From an optimization exercise on the open Yosys and OpenROAD flow, aimed at small area, a short achievable clock period and few clock cycles per item; shortcuts taken in it are not production practice. No run shown here included a check of the RTL's function; only the layout flow was run.

==> flow/design.v (outline; a module is shown in full before it is edited, if it fits) <==
// module fir_1: 1695 lines
// module fir_fa: 4 lines
// module fir_ha: 4 lines
module fir_1(
    input clk,
    input reset_p,
    input [15:0]x,
    input act,
    output reg [15:0]y,
    output ready
    );
  // ...
==> flow/run.sh <==
#!/bin/bash
# synth_recipe.tcl (not shown) runs the flow's synth.tcl, then flattens the netlist and writes it again
# the make line also repeats each setting of config.mk as NAME=value (left out here)
make -C /OpenROAD-flow-scripts/flow DESIGN_CONFIG=/design/flow/config.mk WORK_HOME=/design/flow/orfs CLKGATE_MAP_FILE= SYNTH_SCRIPT=/design/flow/synth_recipe.tcl finish
==> flow/config.mk <==
export PLATFORM = sky130hd
export DESIGN_NAME = fir_1
export DESIGN_NICKNAME = fir_1
export VERILOG_FILES = /design/flow/design.v
export SDC_FILE = /design/flow/constraint.sdc
export NUM_CORES = 4
export LEC_CHECK = 0
export ABC_AREA = 1
export CAP_MARGIN = 20
export CORE_MARGIN = 2
export CORE_UTILIZATION = 40
export CTS_CLUSTER_DIAMETER = 60
export CTS_CLUSTER_SIZE = 24
export SETUP_SLACK_MARGIN = 5
export SLEW_MARGIN = 20
export SYNTH_HIERARCHICAL = 1
export SYNTH_MINIMUM_KEEP_SIZE = 0
==> flow/constraint.sdc <==
create_clock -name core_clock -period 10.0 [get_ports {clk}]
set_input_delay 2.0000 -clock core_clock [delete_from_list [all_inputs] [get_ports {clk}]]
set_output_delay 2.0000 -clock core_clock [all_outputs]
set_load 0.01 [all_outputs]
==> impl_metrics.json, run 1 <==
{
  "multi_input_area_share_pct": 58.8,
  "r2r_cells": 20,
  "path_buf_inv": 3,
  "num-clock-buffers": 31,
  "drv_slew": 0,
  "yosysTopAreaCellShare_pct": 33.2,
  "diodes": 1,
  "async_flop_share_pct": 100,
  "met2_length_um": 36300,
  "hold_viol": 0,
  "synthesis.area_sq_um": 24800,
  "cp.required_ns": 10.50,
  "area.sequential_sq_um": 7150,
  "ios": 36,
  "drive_above_1_share_pct": 7.78,
  "area_delta_synth_final_pct": 11.4,
  "max_freq_mhz": 208,
  "crit_fanout": 6,
  "min_path_cells": 2,
  "yosys.area_share.simple_pct": 18.3,
  "clk_pin_slew_worst_paths_ns": 0.09,
  "nonClkBufAreaFrac_pct": 2.43,
  "status": "complete, no violations",
  "track_usage_pct": 24.0,
  "min_period_over_period_pct": 48.1,
  "syn_avg_cell_area_sq_um": 9.20,
  "grt-busiest-layer": "met2",
  "cts.sinks": 284,
  "drc": 0
}
==> inputs of run 2 (changes only) <==
--- a/flow/design.v
+++ b/flow/design.v
@@ -1021,16 +1021,132 @@
     wire s1007;
     wire c1008;
     wire s1009;
     wire c1010;
     wire s1011;
     wire c1012;
     wire s1013;
     wire c1014;
+    wire s1015;
+    wire c1016;
+    wire s1017;
+    wire c1018;
+    wire s1019;
+    wire c1020;
+    wire s1021;
+    wire c1022;
+    wire s1023;
+    wire c1024;
+    wire s1025;
+    wire c1026;
+    wire s1027;
+    wire c1028;
+    wire s1029;
+    wire c1030;
+    wire s1031;
+    wire c1032;
+    wire s1033;
+    wire c1034;
+    wire s1035;
+    wire c1036;
+    wire s1037;
+    wire c1038;
+    wire s1039;
+    wire c1040;
+    wire s1041;
+    wire c1042;
+    wire s1043;
+    wire c1044;
+    wire s1045;
+    wire c1046;
+    wire s1047;
+    wire c1048;
+    wire q1049;
+    wire q1050;
+    wire s1051;
+    wire c1052;
+    wire s1053;
+    wire c1054;
+    wire s1055;
+    wire c1056;
+    wire s1057;
+    wire c1058;
+    wire s1059;
+    wire c1060;
+    wire s1061;
+    wire c1062;
+    wire s1063;
+    wire c1064;
+    wire q1065;
+    wire q1066;
+    wire q1067;
+    wire q1068;
+    wire q1069;
+    wire q1070;
+    wire q1071;
+    wire q1072;
+    wire s1073;
+    wire c1074;
+    wire s1075;
+    wire c1076;
+    wire s1077;
+    wire c1078;
+    wire s1079;
+    wire c1080;
+    wire s1081;
+    wire c1082;
+    wire s1083;
+    wire c1084;
+    wire s1085;
+    wire c1086;
+    wire s1087;
+    wire c1088;
+    wire s1089;
+    wire c1090;
+    wire s1091;
+    wire c1092;
+    wire s1093;
+    wire c1094;
+    wire s1095;
+    wire c1096;
+    wire s1097;
+    wire c1098;
+    wire s1099;
+    wire c1100;
+    wire s1101;
+    wire c1102;
+    wire s1103;
+    wire c1104;
+    wire s1105;
+    wire c1106;
+    wire q1107;
+    wire q1108;
+    wire s1109;
+    wire c1110;
+    wire s1111;
+    wire c1112;
+    wire s1113;
+    wire c1114;
+    wire s1115;
+    wire c1116;
+    wire s1117;
+    wire c1118;
+    wire s1119;
+    wire c1120;
+    wire s1121;
+    wire c1122;
+    wire q1123;
+    wire q1124;
+    wire q1125;
+    wire q1126;
+    wire q1127;
+    wire q1128;
+    wire q1129;
+    wire q1130;
     assign i1 = ~p4[0];
     fir_fa u3 (.a(p2[1]), .b(i1), .c(h3[0]), .s(s2), .co(c3));
     fir_fa u5 (.a(p2[2]), .b(p3[0]), .c(h3[1]), .s(s4), .co(c5));
     assign i6 = ~c3;
     fir_fa u8 (.a(p4[1]), .b(p2[1]), .c(i6), .s(s7), .co(c8));
     fir_fa u10 (.a(p2[3]), .b(p2[0]), .c(p4[2]), .s(s9), .co(c10));
     fir_fa u12 (.a(p3[1]), .b(h3[2]), .c(h8[0]), .s(s11), .co(c12));
     fir_fa u14 (.a(h3[0]), .b(p2[2]), .c(s9), .s(s13), .co(c14));
@@ -1600,16 +1716,86 @@
     fir_ha u1000 (.a(c994), .b(s997), .s(s999), .co(c1000));
     fir_fa u1002 (.a(s876), .b(c870), .c(x[15]), .s(s1001), .co(c1002));
     fir_ha u1004 (.a(s1001), .b(c998), .s(s1003), .co(c1004));
     fir_ha u1006 (.a(s884), .b(c1002), .s(s1005), .co(c1006));
     fir_ha u1008 (.a(s890), .b(c885), .s(s1007), .co(c1008));
     fir_ha u1010 (.a(s895), .b(c891), .s(s1009), .co(c1010));
     fir_ha u1012 (.a(c896), .b(s898), .s(s1011), .co(c1012));
     fir_ha u1014 (.a(s901), .b(c899), .s(s1013), .co(c1014));
+    fir_ha u1016 (.a(h0[0]), .b(h4[0]), .s(s1015), .co(c1016));
+    fir_fa u1018 (.a(h0[1]), .b(h4[1]), .c(c1016), .s(s1017), .co(c1018));
+    fir_fa u1020 (.a(h0[2]), .b(h4[2]), .c(c1018), .s(s1019), .co(c1020));
+    fir_fa u1022 (.a(h0[3]), .b(h4[3]), .c(c1020), .s(s1021), .co(c1022));
+    fir_fa u1024 (.a(h0[4]), .b(h4[4]), .c(c1022), .s(s1023), .co(c1024));
+    fir_fa u1026 (.a(h0[5]), .b(h4[5]), .c(c1024), .s(s1025), .co(c1026));
+    fir_fa u1028 (.a(h0[6]), .b(h4[6]), .c(c1026), .s(s1027), .co(c1028));
+    fir_fa u1030 (.a(h0[7]), .b(h4[7]), .c(c1028), .s(s1029), .co(c1030));
+    fir_fa u1032 (.a(h0[8]), .b(h4[8]), .c(c1030), .s(s1031), .co(c1032));
+    fir_ha u1034 (.a(h0[9]), .b(h4[9]), .s(s1033), .co(c1034));
+    fir_fa u1036 (.a(h0[10]), .b(h4[10]), .c(c1034), .s(s1035), .co(c1036));
+    fir_fa u1038 (.a(h0[11]), .b(h4[11]), .c(c1036), .s(s1037), .co(c1038));
+    fir_fa u1040 (.a(h0[12]), .b(h4[12]), .c(c1038), .s(s1039), .co(c1040));
+    fir_fa u1042 (.a(h0[13]), .b(h4[13]), .c(c1040), .s(s1041), .co(c1042));
+    fir_fa u1044 (.a(h0[14]), .b(h4[14]), .c(c1042), .s(s1043), .co(c1044));
+    fir_fa u1046 (.a(h0[15]), .b(h4[15]), .c(c1044), .s(s1045), .co(c1046));
+    fir_fa u1048 (.a(h0[15]), .b(h4[15]), .c(c1046), .s(s1047), .co(c1048));
+    assign q1049 = ~(h0[9] ^ h4[9]);
+    assign q1050 = h0[9] | h4[9];
+    fir_fa u1052 (.a(h0[10]), .b(h4[10]), .c(q1050), .s(s1051), .co(c1052));
+    fir_fa u1054 (.a(h0[11]), .b(h4[11]), .c(c1052), .s(s1053), .co(c1054));
+    fir_fa u1056 (.a(h0[12]), .b(h4[12]), .c(c1054), .s(s1055), .co(c1056));
+    fir_fa u1058 (.a(h0[13]), .b(h4[13]), .c(c1056), .s(s1057), .co(c1058));
+    fir_fa u1060 (.a(h0[14]), .b(h4[14]), .c(c1058), .s(s1059), .co(c1060));
+    fir_fa u1062 (.a(h0[15]), .b(h4[15]), .c(c1060), .s(s1061), .co(c1062));
+    fir_fa u1064 (.a(h0[15]), .b(h4[15]), .c(c1062), .s(s1063), .co(c1064));
+    assign q1065 = c1032 ? q1049 : s1033;
+    assign q1066 = c1032 ? s1051 : s1035;
+    assign q1067 = c1032 ? s1053 : s1037;
+    assign q1068 = c1032 ? s1055 : s1039;
+    assign q1069 = c1032 ? s1057 : s1041;
+    assign q1070 = c1032 ? s1059 : s1043;
+    assign q1071 = c1032 ? s1061 : s1045;
+    assign q1072 = c1032 ? s1063 : s1047;
+    wire [16:0] p3_d = {q1072, q1071, q1070, q1069, q1068, q1067, q1066, q1065, s1031, s1029, s1027, s1025, s1023, s1021, s1019, s1017, s1015};
+    fir_ha u1074 (.a(h1[0]), .b(h3[0]), .s(s1073), .co(c1074));
+    fir_fa u1076 (.a(h1[1]), .b(h3[1]), .c(c1074), .s(s1075), .co(c1076));
+    fir_fa u1078 (.a(h1[2]), .b(h3[2]), .c(c1076), .s(s1077), .co(c1078));
+    fir_fa u1080 (.a(h1[3]), .b(h3[3]), .c(c1078), .s(s1079), .co(c1080));
+    fir_fa u1082 (.a(h1[4]), .b(h3[4]), .c(c1080), .s(s1081), .co(c1082));
+    fir_fa u1084 (.a(h1[5]), .b(h3[5]), .c(c1082), .s(s1083), .co(c1084));
+    fir_fa u1086 (.a(h1[6]), .b(h3[6]), .c(c1084), .s(s1085), .co(c1086));
+    fir_fa u1088 (.a(h1[7]), .b(h3[7]), .c(c1086), .s(s1087), .co(c1088));
+    fir_fa u1090 (.a(h1[8]), .b(h3[8]), .c(c1088), .s(s1089), .co(c1090));
+    fir_ha u1092 (.a(h1[9]), .b(h3[9]), .s(s1091), .co(c1092));
+    fir_fa u1094 (.a(h1[10]), .b(h3[10]), .c(c1092), .s(s1093), .co(c1094));
+    fir_fa u1096 (.a(h1[11]), .b(h3[11]), .c(c1094), .s(s1095), .co(c1096));
+    fir_fa u1098 (.a(h1[12]), .b(h3[12]), .c(c1096), .s(s1097), .co(c1098));
+    fir_fa u1100 (.a(h1[13]), .b(h3[13]), .c(c1098), .s(s1099), .co(c1100));
+    fir_fa u1102 (.a(h1[14]), .b(h3[14]), .c(c1100), .s(s1101), .co(c1102));
+    fir_fa u1104 (.a(h1[15]), .b(h3[15]), .c(c1102), .s(s1103), .co(c1104));
+    fir_fa u1106 (.a(h1[15]), .b(h3[15]), .c(c1104), .s(s1105), .co(c1106));
+    assign q1107 = ~(h1[9] ^ h3[9]);
+    assign q1108 = h1[9] | h3[9];
+    fir_fa u1110 (.a(h1[10]), .b(h3[10]), .c(q1108), .s(s1109), .co(c1110));
+    fir_fa u1112 (.a(h1[11]), .b(h3[11]), .c(c1110), .s(s1111), .co(c1112));
+    fir_fa u1114 (.a(h1[12]), .b(h3[12]), .c(c1112), .s(s1113), .co(c1114));
+    fir_fa u1116 (.a(h1[13]), .b(h3[13]), .c(c1114), .s(s1115), .co(c1116));
+    fir_fa u1118 (.a(h1[14]), .b(h3[14]), .c(c1116), .s(s1117), .co(c1118));
+    fir_fa u1120 (.a(h1[15]), .b(h3[15]), .c(c1118), .s(s1119), .co(c1120));
+    fir_fa u1122 (.a(h1[15]), .b(h3[15]), .c(c1120), .s(s1121), .co(c1122));
+    assign q1123 = c1090 ? q1107 : s1091;
+    assign q1124 = c1090 ? s1109 : s1093;
+    assign q1125 = c1090 ? s1111 : s1095;
+    assign q1126 = c1090 ? s1113 : s1097;
+    assign q1127 = c1090 ? s1115 : s1099;
+    assign q1128 = c1090 ? s1117 : s1101;
+    assign q1129 = c1090 ? s1119 : s1103;
+    assign q1130 = c1090 ? s1121 : s1105;
+    wire [16:0] p4_d = {q1130, q1129, q1128, q1127, q1126, q1125, q1124, q1123, s1089, s1087, s1085, s1083, s1081, s1079, s1077, s1075, s1073};
     wire [31:0] ya = {rs[31], s909, s906, s904, s1013, s1011, s1009, s1007, s1005, s1003, s999, s995, s990, s985, ~s981, ~s975, ~s970, s964, s958, ~s952, ~s946, s941, ~s935, ~s931, ~s924, ~c919, ~s918, ~c912, ~s911, ~s677, ~s671, ~p1[0]};
     wire [31:0] yb = {c910, 1'b0, c905, c1014, c1012, c1010, c1008, c1006, c1004, c1000, c996, c991, c986, ~c982, ~c976, ~c971, c965, c959, ~c953, ~c947, c942, ~c936, ~c932, c928, s927, s921, c916, s915, 1'b0, 1'b0, 1'b0, ~rs[0]};
     wire [31:0] acc = ya + yb;
     wire [31:0] rs_d, rc_d;
     assign rs_d[0] = p2[0];
     assign rs_d[1] = p2[0];
     assign rs_d[2] = s4;
     assign rs_d[3] = s13;
@@ -1682,18 +1868,18 @@
             h0 <= 16'd0; h1 <= 16'd0; h2 <= 16'd0; h3 <= 16'd0; h4 <= 16'd0;
             h5 <= 16'd0; h6 <= 16'd0; h7 <= 16'd0; h8 <= 16'd0;
         end else if (act) begin
             y <= acc[31:16];
             rs <= rs_d;
             rc <= rc_d;
             p1 <= {x[15], x} + {h7[15], h7};
             p2 <= {x[15], x} + {h5[15], h5};
-            p3 <= {h0[15], h0} + {h4[15], h4};
-            p4 <= {h1[15], h1} + {h3[15], h3};
+            p3 <= p3_d;
+            p4 <= p4_d;
             h0 <= x;  h1 <= h0; h2 <= h1; h3 <= h2; h4 <= h3;
             h5 <= h4; h6 <= h5; h7 <= h6; h8 <= h7;
         end
     end
 endmodule
 module fir_fa(input a, input b, input c, output s, output co);
     assign s = a ^ b ^ c;
     assign co = (a & b) | (c & (a ^ b));
==> flow/config.mk (replaced) <==
export PLATFORM = sky130hd
export DESIGN_NAME = fir_1
export DESIGN_NICKNAME = fir_1
export VERILOG_FILES = /design/flow/design.v
export SDC_FILE = /design/flow/constraint.sdc
export NUM_CORES = 4
export LEC_CHECK = 0
export ABC_AREA = 1
export CAP_MARGIN = 20
export CORE_MARGIN = 2
export CORE_UTILIZATION = 40
export SETUP_SLACK_MARGIN = 5
export SLEW_MARGIN = 20
export SYNTH_HIERARCHICAL = 1
export SYNTH_MINIMUM_KEEP_SIZE = 0
==> run 2 against run 1 <==
Compared with the run above: still clean; final cell count decreased by 5.8%; area after synthesis fell by 1.8%; clock skew increased by 0.0017 ns; synthesized cell count shrank 7.3%; highest routed layer is now met4.
==> impl_metrics.json, run 2 <==
{
  "yosysTopAreaCellShare_pct": 37.2,
  "layout_common_cells": "767 x nand2_1, 452 x fa_1, 341 x inv_1",
  "cts_tree": "built",
  "layout_commonest_cell": "nand2_1",
  "synth_enable_flop_cells": 0,
  "top_regs": "rs x30, rc x26",
  "crit_path_frequent_cell": "nand2_1",
  "yosys.cell_count.top_type": "nand2_1",
  "grt_start_max_net_pins": 188,
  "crit_path_end_kind": "register",
  "finalCriticalPeriod_ns": 4.91,
  "max_freq_mhz": 204,
  "hpwl_um": 52500,
  "rrSetupSlack_ns": 5.17,
  "r2r_end": "y[14]",
  "synthesis.area_sq_um": 24300,
  "drv_slew": 0,
  "worstMarginPinSlew_ns": 1.05,
  "crit_chain": "clkdlybuf4s50_1 -> inv_1 -> fa_1 -> inv_1 -> fa_1 -> inv_1 -> ha_1 -> nand2_2 -> nor2_2 -> and2_1 -> nand2_1 -> nand2_1 -> nand2_1 -> nand2_1 -> inv_1 -> nand3_1 -> nand2_1",
  "grt_pass1_vias": 18055,
  "synth_top_family_by_area": "adder cells",
  "status": "complete, no violations",
  "cp.required_ns": 10.43,
  "largest_reg_flops": 30,
  "min_path_cells": 2,
  "die_w_um": 251,
  "min_period_over_period_pct": 49.1,
  "globalRouteOverflowTotal": 0,
  "setup_viol": 0,
  "synth_xor_area_share_pct": 0.288,
  "ys.flop_type": "dfrtp_1",
  "diodes": 0,
  "die_h_um": 251,
  "coreArea_sq_um": 60200,
  "grt_antenna_before_repair": 2,
  "vias": 16856,
  "syn_avg_cell_area_sq_um": 9.75,
  "cts_hold_buf": 0,
  "synthCells": 2498,
  "async_flop_share_pct": 100,
  "slew_headroom_pct": 29.8,
  "worst_ep_arrival_time_ns": 5.34,
  "clock_path_buffers": 3,
  "cts-root-buf": "clkbuf_16",
  "cts.sinks": 284,
  "synthDistinctLibCells": 38,
  "wl_um": 66800,
  "ant_nets": 0,
  "drt_iter0_drc": 1141,
  "yosys.area_share.simple_pct": 16.2,
  "drive_above_1_share_pct": 7.02,
  "io_buffer_count": 34,
  "hp-class": "register to register",
  "first_pass_iters": 5,
  "start_kind": "input port",
  "holdWs_ns": 0.474,
  "cpPeakStageDelay_ns": 0.84,
  "rsz0062_at_grt": "yes",
  "ios": 36,
  "path_buf_inv": 5,
  "insertion_delay_ns": 0.57,
  "track_usage_pct": 22.3,
  "syn_nets": 3062,
  "grt_pass1_wl_um": 106000,
  "die_area_sq_um": 62900,
  "cpMaxStageDelayCell": "clkdlybuf4s50_1",
  "htreeDepth": 2,
  "dpl_worst_slack_ns": 4.50,
  "synth_top_area_cell": "fa_1",
  "drc": 0,
  "final_area_sq_um": 27000,
  "hold_end": "rc[1]",
  "row_count": 90,
  "gp_congestion": 0.969,
  "cpLargestDelayFamily": "adder cells",
  "hold_viol": 0,
  "start_util_pct": 40.4,
  "yosysSeqAreaShare_pct": 29.3,
  "synthMuxAreaShare_pct": 0,
  "synth_fa_ha_area_share_pct": 42.0,
  "finalWorstSetupSlack_ns": 5.09,
  "min_from": "rc[1]",
  "synth_warnings": 7,
  "largest_register": "rs",
  "synth_seq_cells": 284,
  "worst_r2r_startpoint": "p1[7]",
  "netlist_top_cells_count": "772 x nand2_1, 453 x fa_1, 343 x inv_1",
  "cap_violations": 0,
  "synth_area_leaders": "fa_1 37%, dfrtp_1 27%, nand2_1 12%, inv_1 5.3%, ha_1 4.7%",
  "r2r_cells": 19,
  "wl_per_cell_um": 20.0,
  "cts_made_buffers": 37,
  "nNetsFinal": 3101,
  "placed_area_sq_um": 25500,
  "synth-compound-area-share_pct": 5.63,
  "clk_pin_slew_worst_paths_ns": 0.06,
  "critPathKind": "input port to register",
  "viasPerCell": 5.04,
  "tns_ns": 0,
  "clock_skew_ns": 0.0294,
  "crit_fanout": 5,
  "area_delta_synth_final_pct": 11.0
}
==> run 2: worst min-delay path, delay by kind of cell, from the launching register on <==
family / cells / cell delay [ns]
flops: 1 / 0.38
simple gates: 2 / 0.10
==> run 2: worst max-delay path by stage <==
stage | startpoint | to | slack [ns] | cells after the start
6_report | x[9] | y[14] | 5.09 | 17
2_1_floorplan | reset_p | h0[0] | 4.25 | 1
3_5_place_dp | x[9] | y[14] | 4.50 | 17
4_1_cts | p1[5] | y[15] | 5.01 | 18
5_1_grt | p1[7] | y[13] | 4.94 | 20
3_3_place_gp | x[9] | y[15] | 4.59 | 17
==> run 2: layout make-up <==
cell class,instances,area [sq um]
multi-input combinational,1801,15700
sequential,284,7150
fill,5762,33200
clock buffer,49,1010
inverter,348,1320
clock inverter,18,233
tap,782,978
timing repair buffer,65,602
==> run 2: layer usage <==
metal	track usage, %	routed length [um]	part of all wire [%]
met5	0	0	0
met4	5.95	1670	2.5
met3	2.82	3280	4.9
met2	36.7	31500	47
met1	31.5	30400	45
==> run 2: stage by stage <==
step           utilization, %  std cells
2_1_floorplan               -       2498
3_5_place_dp             42.3       3258
6_report                 44.9       3347
4_1_cts                  44.4       3325
3_3_place_gp             42.3       3258
5_1_grt                  44.9       3347
==> run 2: what timing repair did <==
item | 4_1_cts | 5_1_grt
gates resized for setup | 6 | 36
setup endpoints to repair | 13 | 23
buffers inserted | 0 | 22
==> run 2: kinds of logic after synthesis <==
| logic type | Yosys count |
|---|---|
| fa+ha+maj | 545 |
| simple gates | 982 |
| xor+xnor | 8 |
| compound gates | 265 |
| other cells | 1 |
| buf+inv | 413 |
| flops | 284 |
==> run 2: per-module statistics from Yosys, one instance, submodules excluded <==
module | area (sq um) | times used
fir_1 | 14900 | 1
fir_fa | 20.0 | 451
fir_ha | 12.5 | 32

afterwards: timing with drivers on the ports:
No port has a modelled driver above. Below, the same layouts with a new extraction and two added sets of constraints. Step 1 sets driving cells, clkbuf_16 on the clock port and buf_2 on the other inputs (assumed; they add their load-dependent delay and slew). Step 2 times the ports against the registers' clock, not the clock port: input delays grow and output delays shrink by t, the midpoint of the rising clock arrivals with the driver on. Slacks: no drivers / after step 1 / after step 2; pairs: no drivers / after step 1.
run | shift t [ns] | setup WS [ns] | worst register clock-pin slew, ns | worst data-port slew with drivers (ns) | cell pins on the clock port's net
run 1 | 0.661 | 5.195 / 5.195 / 4.580 | 0.09 / 0.09 | 0.12 | 1
run 2 | 0.623 | 5.090 / 5.133 / 4.510 | 0.06 / 0.06 | 0.04 | 1
After both steps every run listed still meets setup and hold. For run 1, which loses most, drivers alone change the setup slack by 0.000 ns; drivers and shift together by -0.615 ns.
